This is an optimization exercise on Yosys and OpenROAD, whose aim is small area, a short achievable clock period and few clock cycles, not a production implementation.
Only simulation tests tie the RTL to the original design; equivalence was not proved.
No activity file was given, so power comes from the tool's default toggle rates.

[flow/config.mk]
export PLATFORM = sky130hd
export DESIGN_NAME = CPU
export DESIGN_NICKNAME = CPU
export VERILOG_FILES = /design/flow/design.v
export SDC_FILE = /design/flow/constraint.sdc
export NUM_CORES = 4
export LEC_CHECK = 0
export CAP_MARGIN = 20
export CORE_MARGIN = 2
export CORE_UTILIZATION = 40
export SLEW_MARGIN = 20
[flow/constraint.sdc]
create_clock -name core_clock -period 13.0 [get_ports {clk}]
set_input_delay 2.6000 -clock core_clock [delete_from_list [all_inputs] [get_ports {clk}]]
set_output_delay 2.6000 -clock core_clock [all_outputs]
set_load 0.01 [all_outputs]
[flow/design.v]
`timescale 1ns / 1ps
module ALU(
    input wire [3 : 0] func,
    input wire [15 : 0] i0,
    input wire [15 : 0] i1,
    output reg [15 : 0] o0
    );
always@ (*)
    begin
    case (func)
    0:    o0 = i0;
    1:    o0 = i1;
    2:   o0 = i0 + i1;
    3:   o0 = i0 - i1;
    4:   o0 = i0 * i1;
    default: o0 = 0;
    endcase
    end
endmodule
`timescale 1ns / 1ps
module mux2(
    input wire addr,
    input wire [15 : 0] i0,
    input wire [15 : 0] i1,
    output reg [15 : 0] o0
    );
always@(*)
    begin
    o0 = addr? i1 : i0; 
    end
endmodule
module mux4(
    input wire [1 : 0] addr,
    input wire [15 : 0] i0,
    input wire [15 : 0] i1,
    input wire [15 : 0] i2,
    input wire [15 : 0] i3,
    output reg [15 : 0] o0
    );
always@(*)
    begin
    case (addr)
    0: o0 = i0;
    1: o0 = i1;
    2: o0 = i2;
    3: o0 = i3;
    endcase
    end
endmodule
`timescale 1ns / 1ps
module register#(
    parameter start_value = 0
    )(
    input wire clk,
    input wire rst,
    input wire we,
    input wire [15 : 0] data,
    output reg [15 : 0] out
    );
always@ (posedge clk)
    begin
    if (rst)
        out <= start_value;
    else if (we)
        out <= data;
    end
endmodule
`timescale 1ns / 1ps
module incdec(
    input wire dir,
    input wire [15 : 0] i0,
    output reg [15 : 0] o0
    );
always@(*)
    begin
    if (dir) o0 = i0 - 1;
    else     o0 = i0 + 1;
    end
endmodule
`timescale 1ns / 1ps
module ControlUnit(
    input wire clk,
    input wire rst,
    input wire [5 : 0] opcode,
    input wire memory_ready,
    output reg cmd_w,
    output reg R1_w,
    output reg R2_w,
    output reg SR_w,
    output reg PC_w,    
    output reg SR_inc,
    output reg PC_inc,
    output reg [1 : 0] SR_incc,
    output reg [1 : 0] PC_incc,
    output reg [3 : 0] ALU_func,
    output reg [1 : 0] addr_sel,
    output reg [1 : 0] data_sel,
    output reg memory_w,
    output reg error
    );
reg [7 : 0] state;
always@ (negedge clk)
    begin
    if (rst)
        state <= 8'h0F;
    else if (memory_ready)
        begin
        case (state)
        8'h0F:     case (opcode)
                        6'h0:  state <= 8'h10;
                        6'h30:   state <= 8'h11;
                        6'h3F:   state <= 8'hFF;
                        6'h3:  state <= 8'h15;
                        6'h1:   state <= 8'h19;
                        6'h2:   state <= 8'h1A;
                        6'h20:   state <= 8'h1C;
                        6'h21:   state <= 8'h20;
                        6'h31:   state <= 8'h24;
                        6'h32:   state <= 8'h26;
                        6'h10:   state <= 8'h27;
                        endcase
        8'h10:        state <= 8'h0E;
        8'h11:    state <= 8'h12;
        8'h12:    state <= 8'h13;
        8'h13:    state <= 8'h14;
        8'h14:         state <= 8'h0E;
        8'h15:   state <= 8'h16;
        8'h16:   state <= 8'h17;
        8'h17:     state <= 8'h18;
        8'h18:     state <= 8'h0E;
        8'h19:         state <= 8'h0E;
        8'h1A:    state <= 8'h1B;
        8'h1B:      state <= 8'h0E;               
        8'h1C:    state <= 8'h1D;
        8'h1D:    state <= 8'h1E;
        8'h1E:    state <= 8'h1F;
        8'h1F:      state <= 8'h0E;
        8'h20:    state <= 8'h21;
        8'h21:    state <= 8'h22;
        8'h22:    state <= 8'h23;
        8'h23:      state <= 8'h0E;
        8'h24:    state <= 8'h25;
        8'h25:    state <= 8'h0E;
        8'h26:         state <= 8'h0E;
        8'h27:    state <= 8'h28;
        8'h28:    state <= 8'h0E;
        8'h0E:      state <= 8'h0F;
        8'hFF:         state <= 8'hFF;    
        default:        state <= 8'hFF;
        endcase
        end
    end
always@ (negedge clk)
    begin
    if (rst)
        begin
        cmd_w <= 0;
        R1_w <= 0;
        R2_w <= 0;
        SR_w <= 0;
        PC_w <= 0;    
        SR_inc <= 0;
        PC_inc <= 0;
        SR_incc <= 2'd1;
        PC_incc <= 2'd1;
        ALU_func <= 0;
        addr_sel <= 2'd2;
        data_sel <= 2'd2;
        memory_w <= 0;
        error <= 0;
        end
    else if (memory_ready)
        begin
        case (state)
        8'h0F: case (opcode)
                    6'h0:  begin
                            addr_sel    <= 2'd1;
                            data_sel    <= 2'd3;
                            SR_inc      <= 1'b1;
                            SR_incc     <= 2'd1;
                            memory_w    <= 1;
                            cmd_w       <= 0;
                            R1_w        <= 0;
                            R2_w        <= 0;
                            SR_w        <= 0;
                            PC_w        <= 0;
                            end
                    6'h30:   begin
                            addr_sel    <= 2'd0;                    
                            cmd_w       <= 0;
                            R1_w        <= 0;
                            R2_w        <= 0;
                            SR_w        <= 0;
                            PC_w        <= 0;
                            memory_w    <= 0;
                            end
                    6'h3:  begin                    
                            addr_sel    <= 2'd0;
                            cmd_w       <= 0;
                            R1_w        <= 0;
                            R2_w        <= 0;
                            SR_w        <= 0;
                            PC_w        <= 0;
                            memory_w    <= 0;
                            end
                    6'h1:   begin
                            SR_inc      <= 1'b0;
                            SR_incc     <= 2'd1;
                            cmd_w       <= 0;
                            R1_w        <= 0;
                            R2_w        <= 0;
                            SR_w        <= 1;
                            PC_w        <= 0;
                            end
                    6'h2:   begin
                            addr_sel    <= 2'd0;
                            cmd_w       <= 0;
                            R1_w        <= 0;
                            R2_w        <= 0;
                            SR_w        <= 0;
                            PC_w        <= 0;
                            memory_w    <= 0;
                            end
                    6'h20:   begin
                            addr_sel    <= 2'd0;                    
                            cmd_w       <= 0;
                            R1_w        <= 0;
                            R2_w        <= 0;
                            SR_w        <= 0;
                            PC_w        <= 0;
                            memory_w    <= 0;
                            end
                    6'h21:   begin
                            addr_sel    <= 2'd0;                    
                            cmd_w       <= 0;
                            R1_w        <= 0;
                            R2_w        <= 0;
                            SR_w        <= 0;
                            PC_w        <= 0;
                            memory_w    <= 0;
                            end
                    6'h31:   begin
                            addr_sel    <= 2'd0;                    
                            cmd_w       <= 0;
                            R1_w        <= 0;
                            R2_w        <= 0;
                            SR_w        <= 0;
                            PC_w        <= 0;
                            memory_w    <= 0;
                            end
                    6'h32:   begin
                            addr_sel    <= 2'd1;
                            data_sel    <= 2'd0;
                            SR_inc      <= 1'b1;
                            SR_incc     <= 2'd1;
                            cmd_w       <= 0;
                            R1_w        <= 0;
                            R2_w        <= 0;
                            SR_w        <= 1;
                            PC_w        <= 0;
                            memory_w    <= 1;
                            end
                    6'h10:   begin
                            addr_sel    <= 2'd0;                    
                            cmd_w       <= 0;
                            R1_w        <= 0;
                            R2_w        <= 0;
                            SR_w        <= 0;
                            PC_w        <= 0;
                            memory_w    <= 0;
                            end
                    endcase
        8'h10:    begin
                    SR_w        <= 1;
                    PC_inc      <= 1'b0;
                    PC_incc     <= 2'd1;
                    PC_w        <= 1;
                    cmd_w       <= 0;
                    R1_w        <= 0;
                    R2_w        <= 0;
                    memory_w    <= 0;
                    end
        8'h11:    begin
                        addr_sel    <= 2'd1;
                        SR_inc      <= 1'b0;
                        SR_incc     <= 2'd1;
                        R1_w        <= 1;
                        cmd_w       <= 0;
                        R2_w        <= 0;
                        SR_w        <= 0;
                        PC_w        <= 0;
                        memory_w    <= 0;
                        end
        8'h12:    begin
                        SR_w        <= 1;
                        R2_w        <= 1;
                        cmd_w       <= 0;
                        R1_w        <= 0;
                        PC_w        <= 0;
                        memory_w    <= 0;
                        end
        8'h13:    begin
                        addr_sel    <= 2'd3;
                        data_sel    <= 2'd2;
                        ALU_func    <= 1;
                        memory_w    <= 1;
                        cmd_w       <= 0;
                        R1_w        <= 0;
                        R2_w        <= 0;
                        SR_w        <= 0;
                        PC_w        <= 0;
                        end
        8'h14:         begin
                        PC_inc      <= 1'b0;
                        PC_incc     <= 2'd1;
                        PC_w        <= 1;
                        cmd_w       <= 0;
                        R1_w        <= 0;
                        R2_w        <= 0;
                        SR_w        <= 0;
                        memory_w    <= 0;
                        end
        8'h15:   begin
                        addr_sel    <= 2'd1;
                        SR_inc      <= 1'b0;
                        cmd_w       <= 0;
                        R1_w        <= 1;
                        R2_w        <= 0;
                        SR_w        <= 0;
                        PC_w        <= 0;
                        memory_w    <= 0;
                        end
        8'h16:   begin
                        data_sel    <= 2'd2;
                        ALU_func    <= 3'b0;
                        cmd_w       <= 0;
                        R1_w        <= 0;
                        R2_w        <= 1;
                        SR_w        <= 0;
                        PC_w        <= 0;
                        memory_w    <= 1;
                        end
        8'h17:     begin
                        addr_sel    <= 2'd0;
                        ALU_func    <= 3'h1;
                        cmd_w       <= 0;
                        R1_w        <= 0;
                        R2_w        <= 0;
                        SR_w        <= 0;
                        PC_w        <= 0;
                        memory_w    <= 1;
                        end
        8'h18:     begin
                        PC_inc      <= 1'b0;
                        PC_incc     <= 2'd1;
                        PC_w        <= 1;
                        cmd_w       <= 0;
                        R1_w        <= 0;
                        R2_w        <= 0;
                        SR_w        <= 0;
                        memory_w    <= 0;
                        end
        8'h19:     begin
                    SR_w        <= 0;
                    PC_inc      <= 1'b0;
                    PC_incc     <= 2'd1;
                    PC_w        <= 1;
                    cmd_w       <= 0;
                    R1_w        <= 0;
                    R2_w        <= 0;
                    memory_w    <= 0;
                    end
        8'h1A:    begin
                        addr_sel    <= 2'd1;
                        data_sel    <= 2'd2;
                        SR_inc      <= 1'b1;
                        SR_incc     <= 2'd1;
                        ALU_func    <= 3'b0;
                        cmd_w       <= 0;
                        R1_w        <= 1;
                        R2_w        <= 0;
                        SR_w        <= 0;
                        PC_w        <= 0;
                        memory_w    <= 0;
                        end
        8'h1B:      begin
                        PC_inc      <= 1'b0;
                        PC_incc     <= 2'd1;
                        PC_w        <= 1;
                        cmd_w       <= 0;
                        R1_w        <= 0;
                        R2_w        <= 0;
                        SR_w        <= 1;
                        memory_w    <= 1;
                        end
        8'h1C:    begin
                        addr_sel    <= 2'd1;
                        SR_inc      <= 1'b0;
                        cmd_w       <= 0;
                        R1_w        <= 1;
                        R2_w        <= 0;
                        SR_w        <= 0;
                        PC_w        <= 0;
                        memory_w    <= 0;
                        end
        8'h1D:    begin
                        R1_w        <= 0;
                        R2_w        <= 1;
                        cmd_w       <= 0;
                        SR_w        <= 0;
                        PC_w        <= 0;
                        memory_w    <= 0;
                        end
        8'h1E:    begin
                        data_sel    <= 2'd2;
                        SR_inc      <= 1'b0;
                        SR_incc     <= 2'd1;
                        ALU_func    <= 2;
                        cmd_w       <= 0;
                        R1_w        <= 0;
                        R2_w        <= 0;
                        SR_w        <= 1;
                        PC_w        <= 0;
                        memory_w    <= 1;
                        end
        8'h1F:      begin
                        PC_inc      <= 1'b0;
                        PC_incc     <= 2'd1;
                        PC_w        <= 1;
                        cmd_w       <= 0;
                        R1_w        <= 0;
                        R2_w        <= 0;
                        SR_w        <= 0;
                        memory_w    <= 0;
                        end
        8'h20:    begin
                        addr_sel    <= 2'd1;
                        SR_inc      <= 1'b0;
                        cmd_w       <= 0;
                        R1_w        <= 0;
                        R2_w        <= 1;
                        SR_w        <= 0;
                        PC_w        <= 0;
                        memory_w    <= 0;
                        end
        8'h21:    begin
                        R1_w        <= 1;
                        R2_w        <= 0;
                        cmd_w       <= 0;
                        SR_w        <= 0;
                        PC_w        <= 0;
                        memory_w    <= 0;
                        end
        8'h22:    begin
                        data_sel    <= 2'd2;
                        SR_inc      <= 1'b0;
                        SR_incc     <= 2'd1;
                        ALU_func    <= 3;
                        cmd_w       <= 0;
                        R1_w        <= 0;
                        R2_w        <= 0;
                        SR_w        <= 1;
                        PC_w        <= 0;
                        memory_w    <= 1;
                        end
        8'h23:      begin
                        PC_inc      <= 1'b0;
                        PC_incc     <= 2'd1;
                        PC_w        <= 1;
                        cmd_w       <= 0;
                        R1_w        <= 0;
                        R2_w        <= 0;
                        SR_w        <= 0;
                        memory_w    <= 0;
                        end
        8'h24:    begin
                        SR_incc <= 2'd3;     
                        R1_w        <= 0;
                        R2_w        <= 0;
                        cmd_w       <= 0;
                        SR_w        <= 1;
                        PC_w        <= 0;
                        memory_w    <= 0;
                        end
        8'h25:    begin
                        PC_inc      <= 1'b0;
                        PC_incc     <= 2'd1;
                        PC_w        <= 1;
                        cmd_w       <= 0;
                        R1_w        <= 0;
                        R2_w        <= 0;
                        SR_w        <= 0;
                        memory_w    <= 0;
                        end
        8'h26: begin
                PC_inc      <= 1'b0;
                PC_incc     <= 2'd1;
                PC_w        <= 1;
                cmd_w       <= 0;
                R1_w        <= 0;
                R2_w        <= 0;
                SR_w        <= 0;
                memory_w    <= 0;
                end
        8'h27:    begin
                        PC_incc     <= 2'd3;
                        PC_w        <= 1;
                        cmd_w       <= 0;
                        R1_w        <= 0;
                        R2_w        <= 0;
                        SR_w        <= 0;
                        memory_w    <= 0;
                        end
        8'h28:    begin
                        SR_inc      <= 1'b0;
                        SR_incc     <= 2'd1;
                        SR_w        <= 1;
                        cmd_w       <= 0;
                        R1_w        <= 0;
                        R2_w        <= 0;
                        PC_w        <= 0;
                        memory_w    <= 0;
                        end    
        8'h0E:  begin
                    addr_sel <= 2'd2;
                    cmd_w <= 0;
                    R1_w <= 0;
                    R2_w <= 0;
                    SR_w <= 0;
                    PC_w <= 0;
                    memory_w <= 0;
                    end
        8'hFF: begin
                error <= 1;        
                cmd_w <= 0;
                R1_w <= 0;
                R2_w <= 0;
                SR_w <= 0;
                PC_w <= 0;
                memory_w <= 0;
                end
        endcase
        end
    else
        begin
        cmd_w <= 0;
        R1_w <= 0;
        R2_w <= 0;
        SR_w <= 0;
        PC_w <= 0;
        memory_w <= 0;
        end
    end
endmodule
`timescale 1ns / 1ps
module CPU(
    input wire clk,
    input wire rst,
    input wire memory_ready,
    input wire [15 : 0] in_data,
    output wire error,
    output wire memory_w,
    output wire [15 : 0] addr,
    output wire [15 : 0] out_data
    );
wire [5 : 0] opcode;
wire [15 : 0] in_val;
wire [15 : 0] ALU_res;
wire cmd_w;
wire R1_w;
wire R2_w;
wire SR_w;
wire PC_w;
wire [15 : 0] cmd_o;
assign opcode = in_data[15 : 10]; 
assign in_val = in_data & 16'h03FF;
register cmd (clk, 1'b0, cmd_w, in_data, cmd_o);
wire [15 : 0] R1_o;
register R1  (clk, 1'b0, R1_w,  in_data, R1_o);
wire [15 : 0] R2_o;
register R2  (clk, 1'b0, R2_w,  in_data, R2_o);
wire [15 : 0] SR_in;
wire [15 : 0] PC_in;
wire [15 : 0] SR_out; wire [15 : 0] SR_id;
wire [15 : 0] PC_out; wire [15 : 0] PC_id;
register #(16'h00FE + 1) SR (clk, rst, SR_w, SR_in, SR_out);
register #(16'h0020) PC (clk, rst, PC_w, PC_in, PC_out);
wire SR_inc;
wire PC_inc;
incdec SR_idc (SR_inc, SR_out, SR_id);
incdec PC_idc (PC_inc, PC_out, PC_id);
wire [1 : 0] SR_incc;
wire [1 : 0] PC_incc;
mux4 sr_mux (SR_incc, ALU_res, SR_id, 16'h00FE, in_data, SR_in);
mux4 pc_mux (PC_incc, ALU_res, PC_id, 16'h0020,       in_data, PC_in);
wire [3 : 0] ALU_func;
ALU alu (ALU_func, R1_o, R2_o, ALU_res);
wire [1 : 0] addr_sel;
wire [1 : 0] data_sel;
mux4 addr_mux (addr_sel, SR_out, SR_id,  PC_out,  R1_o, addr);
mux4 data_mux (data_sel, SR_out, PC_id,  ALU_res, in_data,  out_data);
ControlUnit CU(
            .clk            (clk),
            .rst            (rst),
            .cmd_w          (cmd_w),
            .opcode         (opcode),
            .memory_ready   (memory_ready),
            .R1_w           (R1_w),
            .R2_w           (R2_w),
            .SR_w           (SR_w),
            .PC_w           (PC_w),
            .SR_inc         (SR_inc),
            .PC_inc         (PC_inc),
            .SR_incc        (SR_incc),
            .PC_incc        (PC_incc),
            .ALU_func       (ALU_func),
            .addr_sel       (addr_sel),
            .data_sel       (data_sel),
            .memory_w       (memory_w),
            .error          (error)
            );
endmodule
[flow/run.sh]
#!/bin/bash
# synth_recipe.tcl (not shown) runs the flow's synth.tcl, then flattens the netlist and writes it again
# the make line also repeats each setting of config.mk as NAME=value (left out here)
make -C /OpenROAD-flow-scripts/flow DESIGN_CONFIG=/design/flow/config.mk WORK_HOME=/design/flow/orfs CLKGATE_MAP_FILE= SYNTH_SCRIPT=/design/flow/synth_recipe.tcl finish
==> flow_summary_export.csv <==
group,metric,value,unit
outcome,status,"timing/DRC/antenna clean",
worst_hold_path,hold_class,"reg2reg",
critical_path,required,10400,ps
floorplan,start_util,41.0,%
clock_network,post_cts_buffers,0,
logic_synthesis,netlist_area,7720,um^2
power,sw_frac_of_total,47.4,%
grt,antenna_found_initial,0,
floorplan,dieWidth,143,um
routing,via_per_inst,5.96,
clock_network,cts_sinks,86,
worst_hold_path,hold_depth,2,
logic_synthesis,ys_async_sr_fraction,0,%
critical_path,worst_setup_path_start_kind,"register",
sta,finalHoldViolCount,0,
worst_hold_path,hp-start,"CU.error",
power,power_switching,0.754,mW
sta,rsz0062_at_grt,"true",
sta,setup_viol,0,
grt,grt_pass1_wl,38600,um
power,vdd_drop_max,0.000129,V
clock_network,htreeDepth,3,
sta,holdWs,483,ps
power,p_int,0.838,mW
grt,grt_max_degree,42,
layout,design_area,8840,um^2
power,power_frac_comb,57.2,%
sta,tightest_slew,1070,ps
layout,antenna-diode-count,0,
routing,ant_nets,0,
logic_synthesis,synth_cell_type_count,79,
critical_path,arrival,10240,ps
power,powerDensity,180,nW/um^2
placed_design,dpl.hpwl,17800,um
logic_synthesis,yosysSeqAreaShare,26.5,%
logic_synthesis,yosys_warnings,7,
placed_design,gp_congestion,0.965,
critical_path,r2r-end,"SR.out[13]",
routing,drtPass1Iterations,5,
logic_synthesis,ys_ff_latch,86,
floorplan,die_h,143,um
routing,drc,0,
clock_network,clk_latency,410,ps
power,leakage,3.28,nW
sta,maxSlewHeadroom,28.4,%
layout,drive_above_1_share,8.88,%
grt,globalRouteMet1Util,40.3,%
logic_synthesis,ys.flop_type,"dfxtp_1",
power,pwr-share-seq,24.4,%
grt,overflow,0,
layout,syn_to_final_growth,14.6,%
sta,skew,66.8,ps
floorplan,io_pins,53,
sta,maxSlewViolCount,0,
placed_design,postPlaceCellArea,8430,um^2
sta,finalSetupTns,0,ps
logic_synthesis,yosysMostFrequentCell,"nor2_1",
routing,wl_per_cell,19.1,um
routing,wl,24300,um
critical_path,cp_max_fo,5,
clock_network,tritoncts,"built",
logic_synthesis,syn-num-nets,1025,
routing,drtIter0Drc,706,
critical_path,critPathKind,"reg2out",
logic_synthesis,syn_area_per_cell,7.93,um^2
grt,use_met3,3.42,%
logic_synthesis,yosysTopAreaCellShare,14.0,%
grt,grt_pass1_vias,6712,
logic_synthesis,synthTopCellsByArea,"dfxtp_1, edfxtp_1, nor2_1",
worst_hold_path,holdPathEnd,"CU.error",
critical_path,cp-end-kind,"primary output",
job,drv_cap,0,
logic_synthesis,synth_cells,973,
routing,via_count,7590,
critical_path,reg2reg_from,"CU.SR_inc",
clock_network,clockRootBuffer,"clkbuf_16",
clock_network,cts.clk_slew.worst_paths,40,ps
grt,grt_most_used_layer,"met1",
critical_path,rrSetupSlack,3820,ps
floorplan,rows,50,
clock_network,cts_buffer_depth,2,
critical_path,r2r_cells,9,
logic_synthesis,ys_top_cells_by_count,"nor2_1, nand2_1, a21oi_1",
placed_design,port_buffers,52,
floorplan,fp.coreArea,18800,um^2
logic_synthesis,post-synth-top-area-cell,"dfxtp_1",
grt,met2_usage,31.9,%
grt,grt_usage,24.1,%
power,clockPowerShare,18.5,%
clock_network,cts-buffers-inserted,9,
floorplan,die_area,20400,um^2
logic_synthesis,synth-edff-count,32,
layout,nNetsFinal,1060,
placed cells by master, fill, tap and decap left out, types with 12 or more instances in the layout:
cell type and n:
a211oi_1 14, a21o_1 13, a21oi_1 76, a22oi_1 15
buf_4 19, clkdlybuf4s50_1 52, dfxtp_1 53, edfxtp_1 32
ha_1 31, inv_1 42, mux2_2 17, mux2i_1 20
mux4_2 13, nand2_1 84, nand2b_1 19, nand3_1 26
nor2_1 110, nor3_1 27, o211ai_1 17, o21a_1 12
o21ai_0 73, o22ai_1 14, o31ai_1 13, xnor2_1 30
xor2_1 30
kinds of logic (layout without fill, tap and decap cells):
| family | count (synthesis) | after routing | synth area share (%) |
|---|---|---|---|
| simple gates | 328 | 328 | 20.2 |
| compound gates | 325 | 325 | 27.5 |
| buf+inv | 91 | 131 | 4.67 |
| flops | 86 | 86 | 26.5 |
| xor+xnor | 60 | 60 | 6.81 |
| mux | 50 | 50 | 8.87 |
| fa+ha+maj | 33 | 33 | 5.54 |
routing by layer:
| layer | routed length (um) | part of all wire [%] |
|---|---|---|
| met3 | 1640 | 6.7 |
| met1 | 12800 | 53 |
| met2 | 9600 | 39 |
| met5 | 0 | 0 |
| met4 | 270 | 1.1 |
worst max path at each step:
stage | from | to | slack, ps | depth (start not counted)
finish | CU.ALU_func[0] | out_data[15] | 160 | 13
floorplan | CU.ALU_func[0] | out_data[15] | 120 | 14
global placement | CU.ALU_func[0] | out_data[15] | 270 | 13
global route | CU.ALU_func[0] | out_data[15] | -30 | 13
detailed placement | CU.ALU_func[0] | out_data[15] | 200 | 13
CTS | CU.ALU_func[0] | out_data[15] | 40 | 13
per-stage QoR:
step	std cells	utilization (%)	setup WS (ps)	power, mW
3_5_place_dp	1236	44.8	198	1.29
3_3_place_gp	1236	44.8	266	1.29
4_1_cts	1273	46.9	40.7	1.57
5_1_grt	1273	47.0	-34.2	1.71
6_report	1273	47.0	161	1.59
2_1_floorplan	973	-	121	1.04
sequential cells by signal, summed over array words and instances, names as in the netlist:
signal and flops:
PC.out 16, CU.R1_w 1, CU.ALU_func 2, CU.SR_w 1, CU.R2_w 1, CU.PC_incc 1, CU.state 7, CU.addr_sel 2
R1.out 16, CU.PC_w 1, CU.SR_inc 1, CU.SR_incc 1, SR.out 16, CU.memory_w 1, R2.out 16, CU.data_sel 2
CU.error 1
final cells by class:
cell class              instances  area (um^2)
clock buffers                  10          250
clock inverters                28          130
fillers                      1861         9990
inverters                      22         82.6
multi-input cells             796         5350
flip-flops and latches         86         2040
well taps                     260          325
repair buffers                 71          663
power groups by stage:
stage / logic [mW] / registers, mW / clock network, mW
6_report: 0.910 / 0.388 / 0.294
3_5_place_dp: 0.886 / 0.392 / 0.0108
2_1_floorplan: 0.679 / 0.353 / 0.0108
3_3_place_gp: 0.890 / 0.391 / 0.0108
4_1_cts: 0.891 / 0.387 / 0.296
5_1_grt: 1.00 / 0.396 / 0.312
critical path, cell delays in order, from the launching register on:
cell	delay [ps]
dfxtp_2	340
nand2_2	120
buf_4	150
nand2_1	60
xor2_1	140
ha_1	370
a2111o_1	470
o21ai_4	200
o21ai_2	110
a31oi_4	230
xor2_1	90
a32o_1	270
a221o_1	330
clkdlybuf4s50_1	470
repair_timing:
| item | 4_1_cts | 5_1_grt |
|---|---|---|
| gates resized for setup | 5 | 4 |
| hold buffers | 0 | 0 |
| endpoints found under the setup margin | 2 | 6 |
Testbench counts, summed over its fixed seeds: cycles 65,312.
